Context: an optimization exercise on an open-source flow, tuned for small area, a short achievable clock period and few clock cycles. The choices shown serve that exercise and are no tape-out recipe.
Only simulation tests tie the RTL to the original design; equivalence was not proved.

File: flow/config.mk
export PLATFORM = sky130hd
export DESIGN_NAME = math24_async
export DESIGN_NICKNAME = math24_async
export VERILOG_FILES = /design/flow/design.v
export SDC_FILE = /design/flow/constraint.sdc
export NUM_CORES = 4
export LEC_CHECK = 0
export CAP_MARGIN = 40
export CORE_MARGIN = 2
export CORE_UTILIZATION = 45
export SLEW_MARGIN = 40
File: flow/constraint.sdc
create_clock -name core_clock -period 75.0 [get_ports {iw_clk}]
set_input_delay 15.0000 -clock core_clock [delete_from_list [all_inputs] [get_ports {iw_clk}]]
set_output_delay 15.0000 -clock core_clock [all_outputs]
set_load 0.01 [all_outputs]
File: flow/design.v
module math24_async(
    input  wire                iw_clk,
    input  wire                iw_rst,
    input  wire [23:0] iw_math_ctrl,
    input  wire [23:0] iw_math_opa,
    input  wire [23:0] iw_math_opb,
    input  wire [23:0] iw_math_opc,
    output wire                ow_csr_wen,
    output wire [11:0] ow_csr_waddr,
    output wire [23:0] ow_csr_wdata
);
    localparam integer K = 2;            
    localparam integer M_DIV    = 0;
    localparam integer M_DIV12  = 1;
    localparam integer M_MUL    = 2;
    localparam integer M_MUL12  = 3;
    localparam integer M_SQRT   = 4;
    localparam integer M_SQRT12 = 5;
    localparam integer M_NEGQ   = 6;
    localparam integer M_NEGR   = 7;
    localparam integer M_ADD    = 8;
    localparam integer M_CMP    = 9;
    localparam integer M_CLAMP  = 10;
    localparam [2:0] P_IDLE = 3'd0;
    localparam [2:0] P_CTRL = 3'd1;
    localparam [2:0] P_ST1  = 3'd2;
    localparam [2:0] P_WAIT = 3'd3;
    localparam [2:0] P_RES0 = 3'd4;
    localparam [2:0] P_RES1 = 3'd5;
    localparam [2:0] P_ST2  = 3'd6;
    reg  [2:0]  ph;
    reg         wen_r;
    reg         a0_r, a2_r;
    reg  [23:0] W;
    reg  [23:0] R, Q, D;
    reg  [4:0]  op;
    reg         sa;
    reg  [5:0]  cnt;
    assign ow_csr_wen   = wen_r;
    assign ow_csr_waddr = {7'd0, 1'b1, 1'b0, a2_r, 1'b0, a0_r};
    assign ow_csr_wdata = W;
    wire lane = (op >= 5'h11) && (op != 5'h1F);
    wire sgn  = (op == 5'h04) || (op == 5'h05) || (op == 5'h06) || (op == 5'h0A) ||
                (op == 5'h0B) || (op == 5'h0D) || (op == 5'h1B) || (op == 5'h1C) ||
                (op == 5'h1E);
    wire sub  = (op == 5'h0F) || (op == 5'h12);
    wire mx   = (op == 5'h09) || (op == 5'h0B) || (op == 5'h1A) || (op == 5'h1C);
    reg [5:0] nsteps;
    always @* begin
        case (op)
            5'h00, 5'h01, 5'h02, 5'h04: nsteps = 6'd24;
            5'h05:                      nsteps = 6'd27;
            5'h06:                      nsteps = 6'd26;
            5'h03, 5'h14, 5'h15, 5'h16: nsteps = 6'd12;
            5'h17:                      nsteps = 6'd6;
            5'h0C, 5'h0D, 5'h1D, 5'h1E: nsteps = 6'd2;
            5'h1F:                      nsteps = 6'd0;
            default:                    nsteps = 6'd1;
        endcase
    end
    function automatic [13:0] modef(input [4:0] o, input [5:0] idx);
        reg [10:0] m;
        reg        mneg;
        reg [1:0]  nsel;   
        begin
            m = 11'd0; mneg = 1'b0; nsel = 2'd0;
            case (o)
                5'h00: m[M_MUL] = 1'b1;
                5'h04: begin m[M_MUL] = 1'b1; mneg = (idx == 6'd23); end
                5'h01, 5'h02: m[M_DIV] = 1'b1;
                5'h03: m[M_SQRT] = 1'b1;
                5'h05: begin
                    if (idx == 6'd0)       begin m[M_NEGQ] = 1'b1; nsel = 2'd1; end
                    else if (idx <= 6'd24) m[M_DIV] = 1'b1;
                    else if (idx == 6'd25) begin m[M_NEGQ] = 1'b1; nsel = 2'd2; end
                    else                   m[M_NEGR] = 1'b1;
                end
                5'h06: begin
                    if (idx == 6'd0)       begin m[M_NEGQ] = 1'b1; nsel = 2'd1; end
                    else if (idx <= 6'd24) m[M_DIV] = 1'b1;
                    else                   m[M_NEGR] = 1'b1;
                end
                5'h07, 5'h18: begin m[M_NEGQ] = 1'b1; nsel = 2'd1; end
                5'h10, 5'h13: m[M_NEGQ] = 1'b1;
                5'h08, 5'h09, 5'h0A, 5'h0B,
                5'h19, 5'h1A, 5'h1B, 5'h1C: m[M_CMP] = 1'b1;
                5'h0C, 5'h0D, 5'h1D, 5'h1E: begin
                    if (idx == 6'd0) m[M_CMP] = 1'b1;
                    else             m[M_CLAMP] = 1'b1;
                end
                5'h0E, 5'h0F, 5'h11, 5'h12: m[M_ADD] = 1'b1;
                5'h14: m[M_MUL12] = 1'b1;
                5'h15, 5'h16: m[M_DIV12] = 1'b1;
                5'h17: m[M_SQRT12] = 1'b1;
                default: ;
            endcase
            modef = {mneg, nsel, m};
        end
    endfunction
    function automatic [25:0] p24x(input [24:0] v);
        p24x = {v[24:12], 1'b1, v[11:0]};
    endfunction
    function automatic [25:0] p24y(input [24:0] v);
        p24y = {v[24:12], 1'b0, v[11:0]};
    endfunction
    function automatic [71:0] step(input [23:0] r, input [23:0] q, input [23:0] d,
                                   input [10:0] m, input ln, input sg, input sbt, input mxx,
                                   input mng, input [1:0] nsl, input sa_);
        reg [25:0] X, Y;
        reg        cin, cinh, ch;
        reg [13:0] sl, sh;
        reg [24:0] yv;
        reg        sb, lt24, ltl, lth, cl, chh, fl, fh, sel_l, sel_h;
        reg [23:0] rn, qn, dn;
        begin
            X = 26'd0; Y = 26'd0; cin = 1'b0; cinh = 1'b0;
            sb = sg & d[23];
            yv = {sg & d[23], d};
            if (m[M_DIV]) begin
                X = p24x({r, q[23]});
                Y = p24y({1'b1, d ^ {24{~sb}}});
                cin = ~sb;
            end
            if (m[M_DIV12]) begin
                X = {r[23:12], q[23], r[11:0], q[11]};
                Y = {1'b1, ~d[23:12], 1'b1, ~d[11:0]};
                cin = 1'b1; cinh = 1'b1;
            end
            if (m[M_MUL]) begin
                X = p24x({sg & r[23], r});
                Y = p24y(q[0] ? (mng ? ~yv : yv) : 25'd0);
                cin = q[0] & mng;
            end
            if (m[M_MUL12]) begin
                X = {1'b0, r[23:12], 1'b0, r[11:0]};
                Y = {1'b0, q[12] ? d[23:12] : 12'd0, 1'b0, q[0] ? d[11:0] : 12'd0};
            end
            if (m[M_SQRT]) begin
                X = p24x({r[22:0], q[23:22]});
                Y = p24y({11'h7FF, ~d[11:0], 2'b10});
                cin = 1'b1;
            end
            if (m[M_SQRT12]) begin
                X = {r[22:12], q[23:22], r[10:0], q[11:10]};
                Y = {5'h1F, ~d[17:12], 2'b10, 5'h1F, ~d[5:0], 2'b10};
                cin = 1'b1; cinh = 1'b1;
            end
            if (m[M_NEGQ]) begin
                X = ln ? {1'b0, ~q[23:12], 1'b0, ~q[11:0]} : p24x({1'b0, ~q});
                cin = 1'b1; cinh = 1'b1;
            end
            if (m[M_NEGR]) begin
                X = p24x({1'b0, ~r});
                cin = 1'b1;
            end
            if (m[M_ADD]) begin
                X = ln ? {1'b0, q[23:12], 1'b0, q[11:0]} : p24x({1'b0, q});
                Y = ln ? {sbt, d[23:12] ^ {12{sbt}}, sbt, d[11:0] ^ {12{sbt}}}
                       : p24y({sbt, d ^ {24{sbt}}});
                cin = sbt; cinh = sbt;
            end
            if (m[M_CMP]) begin
                X = ln ? {sg & q[23], q[23:12], sg & q[11], q[11:0]} : p24x({sg & q[23], q});
                Y = ln ? ~{sg & d[23], d[23:12], sg & d[11], d[11:0]} : p24y(~{sg & d[23], d});
                cin = 1'b1; cinh = 1'b1;
            end
            if (m[M_CLAMP]) begin
                X = ln ? {sg & r[23], r[23:12], sg & r[11], r[11:0]} : p24x({sg & r[23], r});
                Y = ln ? ~{sg & q[23], q[23:12], sg & q[11], q[11:0]} : p24y(~{sg & q[23], q});
            end
            sl = {1'b0, X[12:0]} + {1'b0, Y[12:0]} + {13'd0, cin};
            ch = ln ? cinh : sl[13];
            sh = {1'b0, X[25:13]} + {1'b0, Y[25:13]} + {13'd0, ch};
            rn = r; qn = q; dn = d;
            if (m[M_DIV]) begin
                rn = sh[13] ? {sh[11:0], sl[11:0]} : {r[22:0], q[23]};
                qn = {q[22:0], sh[13]};
            end
            if (m[M_DIV12]) begin
                rn = {sh[13] ? sh[11:0] : {r[22:12], q[23]}, sl[13] ? sl[11:0] : {r[10:0], q[11]}};
                qn = {q[22:12], sh[13], q[10:0], sl[13]};
            end
            if (m[M_MUL]) begin
                rn = {sh[12:0], sl[11:1]};
                qn = {sl[0], q[23:1]};
            end
            if (m[M_MUL12]) begin
                rn = {sh[12:1], sl[12:1]};
                qn = {sh[0], q[23:13], sl[0], q[11:1]};
            end
            if (m[M_SQRT]) begin
                rn = sh[13] ? {sh[11:0], sl[11:0]} : {r[21:0], q[23:22]};
                dn = {d[22:0], sh[13]};
                qn = {q[21:0], 2'b00};
            end
            if (m[M_SQRT12]) begin
                rn = {sh[13] ? sh[11:0] : {r[21:12], q[23:22]}, sl[13] ? sl[11:0] : {r[9:0], q[11:10]}};
                dn = {d[22:12], sh[13], d[10:0], sl[13]};
                qn = {q[21:12], 2'b00, q[9:0], 2'b00};
            end
            if (m[M_NEGQ]) begin
                cl  = (nsl == 2'd0) ? 1'b1 : (nsl == 2'd1) ? (ln ? q[11] : q[23]) : (sa_ ^ d[23]);
                chh = (nsl == 2'd0) ? 1'b1 : (nsl == 2'd1) ? q[23] : (sa_ ^ d[23]);
                qn = {chh ? sh[11:0] : q[23:12], cl ? sl[11:0] : q[11:0]};
            end
            if (m[M_NEGR]) begin
                rn = sa_ ? {sh[11:0], sl[11:0]} : r;
            end
            if (m[M_ADD]) begin
                qn = {sh[11:0], sl[11:0]};
            end
            if (m[M_CMP]) begin
                lth = sh[12];
                ltl = ln ? sl[12] : sh[12];
                dn = {(lth ^ mxx) ? q[23:12] : d[23:12], (ltl ^ mxx) ? q[11:0] : d[11:0]};
            end
            if (m[M_CLAMP]) begin
                fh = ~sh[12];
                fl = ln ? ~sl[12] : ~sh[12];
                dn = {fh ? r[23:12] : d[23:12], fl ? r[11:0] : d[11:0]};
            end
            step = {rn, qn, dn};
        end
    endfunction
    reg  [23:0] cr [0:K];
    reg  [23:0] cq [0:K];
    reg  [23:0] cd [0:K];
    reg  [13:0] md;
    reg  [71:0] so;
    integer j;
    always @* begin
        cr[0] = R; cq[0] = Q; cd[0] = D;
        for (j = 0; j < K; j = j + 1) begin
            md = ((cnt + j) < nsteps) ? modef(op, cnt + j) : 14'd0;
            so = step(cr[j], cq[j], cd[j], md[10:0], lane, sgn, sub, mx, md[13], md[12:11], sa);
            cr[j+1] = so[71:48]; cq[j+1] = so[47:24]; cd[j+1] = so[23:0];
        end
    end
    wire [23:0] Rn = cr[K];
    wire [23:0] Qn = cq[K];
    wire [23:0] Dn = cd[K];
    wire dzl  = (D[11:0] == 12'd0);
    wire dzh  = (D[23:12] == 12'd0);
    wire div24 = (op == 5'h01) || (op == 5'h02) || (op == 5'h05) || (op == 5'h06);
    wire div12 = (op == 5'h15) || (op == 5'h16);
    wire div0  = (div24 & dzl & dzh) | (div12 & (dzl | dzh));
    wire mzl   = (div24 & dzl & dzh) | (div12 & dzl);
    wire mzh   = (div24 & dzl & dzh) | (div12 & dzh);
    wire src0_q = (op == 5'h00) || (op == 5'h01) || (op == 5'h04) || (op == 5'h05) ||
                  (op == 5'h07) || (op == 5'h0E) || (op == 5'h0F) || (op == 5'h10) ||
                  (op == 5'h11) || (op == 5'h12) || (op == 5'h13) || (op == 5'h14) ||
                  (op == 5'h15) || (op == 5'h18);
    wire src0_r = (op == 5'h02) || (op == 5'h06) || (op == 5'h16);
    wire src0_d = (op == 5'h03) || ((op >= 5'h08) && (op <= 5'h0D)) || (op == 5'h17) ||
                  ((op >= 5'h19) && (op <= 5'h1E));
    wire src1_r = (op == 5'h00) || (op == 5'h04) || (op == 5'h01) || (op == 5'h05) ||
                  (op == 5'h15);
    wire [23:0] res0_raw = ({24{src0_q}} & Qn) | ({24{src0_r}} & Rn) | ({24{src0_d}} & Dn);
    wire [23:0] res0 = {mzh ? 12'd0 : res0_raw[23:12], mzl ? 12'd0 : res0_raw[11:0]};
    wire [23:0] res1_raw = {24{src1_r}} & R;
    wire [23:0] res1 = {mzh ? 12'd0 : res1_raw[23:12], mzl ? 12'd0 : res1_raw[11:0]};
    wire running = (ph == P_CTRL) || (ph == P_ST1) || (ph == P_WAIT);
    wire done    = (cnt + K) >= nsteps;
    wire start   = (ph == P_IDLE) && iw_math_ctrl[0];
    always @(posedge iw_clk or posedge iw_rst) begin
        if (iw_rst) begin
            ph    <= P_IDLE;
            wen_r <= 1'b0;
        end else begin
            case (ph)
                P_IDLE: if (iw_math_ctrl[0]) begin ph <= P_CTRL; wen_r <= 1'b1; end
                P_CTRL: ph <= P_ST1;
                P_ST1, P_WAIT: begin
                    if (done) begin ph <= P_RES0; wen_r <= 1'b1; end
                    else      begin ph <= P_WAIT; wen_r <= 1'b0; end
                end
                P_RES0: ph <= P_RES1;
                P_RES1: ph <= P_ST2;
                default: begin ph <= P_IDLE; wen_r <= 1'b0; end
            endcase
        end
    end
    always @(posedge iw_clk) begin
        if (start) begin
            Q   <= iw_math_opa;
            D   <= (iw_math_ctrl[5:1] == 5'h03 || iw_math_ctrl[5:1] == 5'h17) ? 24'd0 : iw_math_opb;
            R   <= (iw_math_ctrl[5:1] == 5'h0C || iw_math_ctrl[5:1] == 5'h0D ||
                    iw_math_ctrl[5:1] == 5'h1D || iw_math_ctrl[5:1] == 5'h1E) ? iw_math_opc : 24'd0;
            op  <= iw_math_ctrl[5:1];
            sa  <= iw_math_opa[23];
            cnt <= 6'd0;
            W   <= {iw_math_ctrl[23:1], 1'b0};
            a0_r <= 1'b0; a2_r <= 1'b0;
        end else begin
            if (running) begin
                R <= Rn; Q <= Qn; D <= Dn;
                if (!done) cnt <= cnt + K;
                else       cnt <= nsteps;
            end
            case (ph)
                P_CTRL: begin W <= div0 ? 24'h5 : 24'h2; a0_r <= 1'b1; a2_r <= 1'b0; end
                P_ST1, P_WAIT: if (done) begin W <= res0; a0_r <= 1'b0; a2_r <= 1'b1; end
                P_RES0: begin W <= res1; a0_r <= 1'b1; a2_r <= 1'b1; end
                P_RES1: begin W <= div0 ? 24'h5 : 24'h1; a0_r <= 1'b1; a2_r <= 1'b0; end
                default: ;
            endcase
        end
    end
endmodule
File: flow/run.sh
#!/bin/bash
# synth_recipe.tcl (not shown) runs the flow's synth.tcl, then flattens the netlist and writes it again
# the make line also repeats each setting of config.mk as NAME=value (left out here)
make -C /OpenROAD-flow-scripts/flow DESIGN_CONFIG=/design/flow/config.mk WORK_HOME=/design/flow/orfs CLKGATE_MAP_FILE= SYNTH_SCRIPT=/design/flow/synth_recipe.tcl finish
==> run summary <==
## cell usage after synthesis (all sizes together) (40+ instances only)
| library cell | number |
|---|---|
| nor3 | 78 |
| a31oi | 52 |
| a22oi | 40 |
| o21ai | 374 |
| buf | 98 |
| a21o | 52 |
| mux2i | 76 |
| o221ai | 58 |
| edfxtp | 101 |
| a211oi | 78 |
| inv | 57 |
| o22ai | 72 |
| a221oi | 74 |
| ha | 71 |
| a21oi | 325 |
| clkbuf | 239 |
| nor2 | 326 |
| o211ai | 92 |
| nand2 | 405 |
| nand3 | 92 |
## stage by stage
stage / setup slack, ps / utilization [%] / hold WS, ps / instance area (sq um)
3_5_place_dp: 55630 / 49.7 / 471 / 25600
3_3_place_gp: 56160 / 49.5 / 457 / 25500
2_1_floorplan: 57410 / - / 441 / 23600
6_report: 54600 / 51.2 / 484 / 26400
4_1_cts: 55550 / 50.9 / 488 / 26200
5_1_grt: 54130 / 51.2 / 532 / 26400
## flip-flops by register name, indices dropped and copies added, names as in the netlist
register,cells
op,5
W,24
cnt,6
wen_r,1
Q,24
R,24
a2_r,1
sa,1
ph,3
nsteps,5
D,24
a0_r,1
## cell families after synthesis
family,synth area share [%]
adder cells (fa/ha/maj),4.50
AND/OR/NAND/NOR,21.5
buffers and inverters,6.94
XOR/XNOR,2.08
flip-flops,14.5
multiplexers,4.67
AO/OA/AOI/OAI,45.8
other,0.0319
## worst max path at each step
stage | endpoint | slack [ps] | depth (start not counted) | from
after floorplan | cnt[3] | 57410 | 6 | iw_math_ctrl[0]
after global placement | W[6] | 56160 | 62 | cnt[4]
after detailed placement | W[6] | 55630 | 62 | cnt[4]
after CTS | W[6] | 55550 | 62 | cnt[4]
after global routing | W[7] | 54130 | 64 | cnt[4]
final | W[7] | 54600 | 64 | cnt[4]
## routing by layer
metal | GRT usage [%] | vias up | routed length [um] | share of wire (%)
li1 | - | 13166 | - | -
met5 | 1.47 | - | 216 | 0.14
met2 | 71.9 | 3351 | 56600 | 38
met3 | 26.3 | 888 | 26400 | 18
met4 | 32.5 | 14 | 12700 | 8.5
met1 | 67.0 | 15289 | 53500 | 36
## area by class of cell
type	count	area (sq um)
inverter	59	221
clock buffer	17	425
timing repair buffer	273	2380
fill	5159	25100
antenna	1	2.50
tap	680	851
clock inverter	15	171
sequential	119	3410
multi-input combinational	2927	18900
==> run_results.csv <==
group,metric,value,unit
routing,drc_errors,0,
outcome,status,"timing/DRC/antenna clean",
timing,slew_headroom,33.2,%
floorplan,dieArea,54200,sq um
critical_path,reg2reg_depth,64,
routing,first_pass_iters,10,
timing,max_freq,0.0490,GHz
critical_path,critPathBufInv,6,
critical_path,reg2reg_from,"cnt[4]",
floorplan,rows,83,
yosys,ys.flop_type,"edfxtp_1",
yosys,syn_area,23500,sq um
clock_tree,cts_tree,"built",
critical_path,rrSetupSlack,54600,ps
critical_path,critPathLaunchType,"flip-flop",
yosys,yosysTopAreaCell,"edfxtp_1",
min_path,hp-class,"flip-flop to flip-flop",
yosys,seq_area_frac_synth,14.5,%
timing,rsz0062_at_grt,"no",
routing,wl_per_cell,36.5,um
clock_tree,cts_max_level,4,
yosys,synth_edf_count,101,
flow_run,drv_cap,0,
yosys,async_flop_share,3.36,%
floorplan,ios,135,
yosys,synth_seq_cells,119,
placement,dp_hpwl,108000,um
layout,final_cell_mix,"402 x nand2_1, 332 x o21ai_0, 313 x a21oi_1, 312 x nor2_1, 141 x buf_4",
placement,portBuffers,124,
timing,min_period_over_period,27.2,%
yosys,syn_inst,3423,
floorplan,die_w,233,um
global_route,antenna_found_initial,7,
placement,place_congestion,1.14,
global_route,overflow,0,
yosys,synth.distinct_cells,122,
layout,drive_above_1_share,10.6,%
timing,slew_viol_final,0,
min_path,hold_depth,1,
clock_tree,root_buffer,"clkbuf_16",
routing,vias,32708,
global_route,grt_use_total,53.3,%
min_path,min_to,"wen_r",
routing,drt_iter0_markers,6999,
layout,area_delta_synth_final,12.0,%
clock_tree,numCtsBuffers,17,
clock_tree,post-cts-setup-buffers,0,
clock_tree,cts.sinks,119,
global_route,grt_pass1_wl,210000,um
timing,finClkSkew,20.5,ps
critical_path,crit_top_cell,"o21ai_0",
critical_path,cp_slowest_cell,"nor2_1",
timing,setup_tns,0,ps
yosys,netlist_top_cells_area,"edfxtp_1 13%, o21ai_0 7.2%, a21oi_1 6.8%, nand2_1 6.5%, nor2_1 5.1%",
yosys,avgSynthCellArea,6.88,sq um
yosys,yosysTopAreaCellShare,12.9,%
critical_path,critPathTopFamily,"compound AO/OA/AOI/OAI gates",
routing,ant_nets,0,
critical_path,r2r-end,"W[7]",
critical_path,critical_path_required,75210,ps
layout,final_common_cell,"nand2_1",
global_route,grt_start_max_net_pins,62,
layout,nNetsFinal,3574,
clock_tree,clk_pin_slew,70,ps
yosys,yosys_warnings,4,
floorplan,core,51500,sq um
critical_path,endpoint_kind,"flip-flop",
min_path,min_from,"wen_r",
clock_tree,cts.path.max_buffers,2,
timing,finalCriticalPeriod,20400,ps
clock_tree,cts_hold_buffers,0,
placement,dp_cells,4051,
clock_tree,cts_resized,0,
floorplan,fp.dieH,233,um
clock_tree,insertion_delay,500,ps
routing,wl,149000,um
critical_path,crit_path_max_incr_delay,720,ps
timing,setup_violations,0,
floorplan,start_util,45.7,%
critical_path,crit_fanout,24,
routing,viasPerCell,8.00,
critical_path,path_class,"flip-flop to flip-flop",
timing,tightest_slew,998,ps
layout,stdcell_count,4091,
timing,hold_viol_final,0,
global_route,grt_pass1_vias,29126,
critical_path,critPathArrivalTime,20610,ps
Testbench counts, summed over its fixed seeds: cycles 207,435.

what the ideal ports hide:
Ports are ideal in the flow. The routed layout listed here was re-timed in OpenROAD. Step 1 (the two cells are an assumption about what drives the block):
set clk [get_ports {iw_clk}]
set_driving_cell -lib_cell sky130_fd_sc_hd__clkbuf_16 $clk
set_driving_cell -lib_cell sky130_fd_sc_hd__buf_2 [delete_from_list [all_inputs] $clk]
Step 2 adds t to the input delays and takes it off the output delays; t is the mean of the earliest and latest rising clock arrival at the registers after step 1. Input paths then give back, and output paths get back, about the clock's delay inside the block. Three values: ideal, step 1, step 2; two values: the first two.
t, ns: 0.563
setup WS [ns]: 54.601 / 54.601 / 54.601
worst setup path at the end: register to register
After both steps this run still meets setup and hold. The setup slack of this run moves by 0.000 ns with the drivers and by 0.000 ns with both steps.
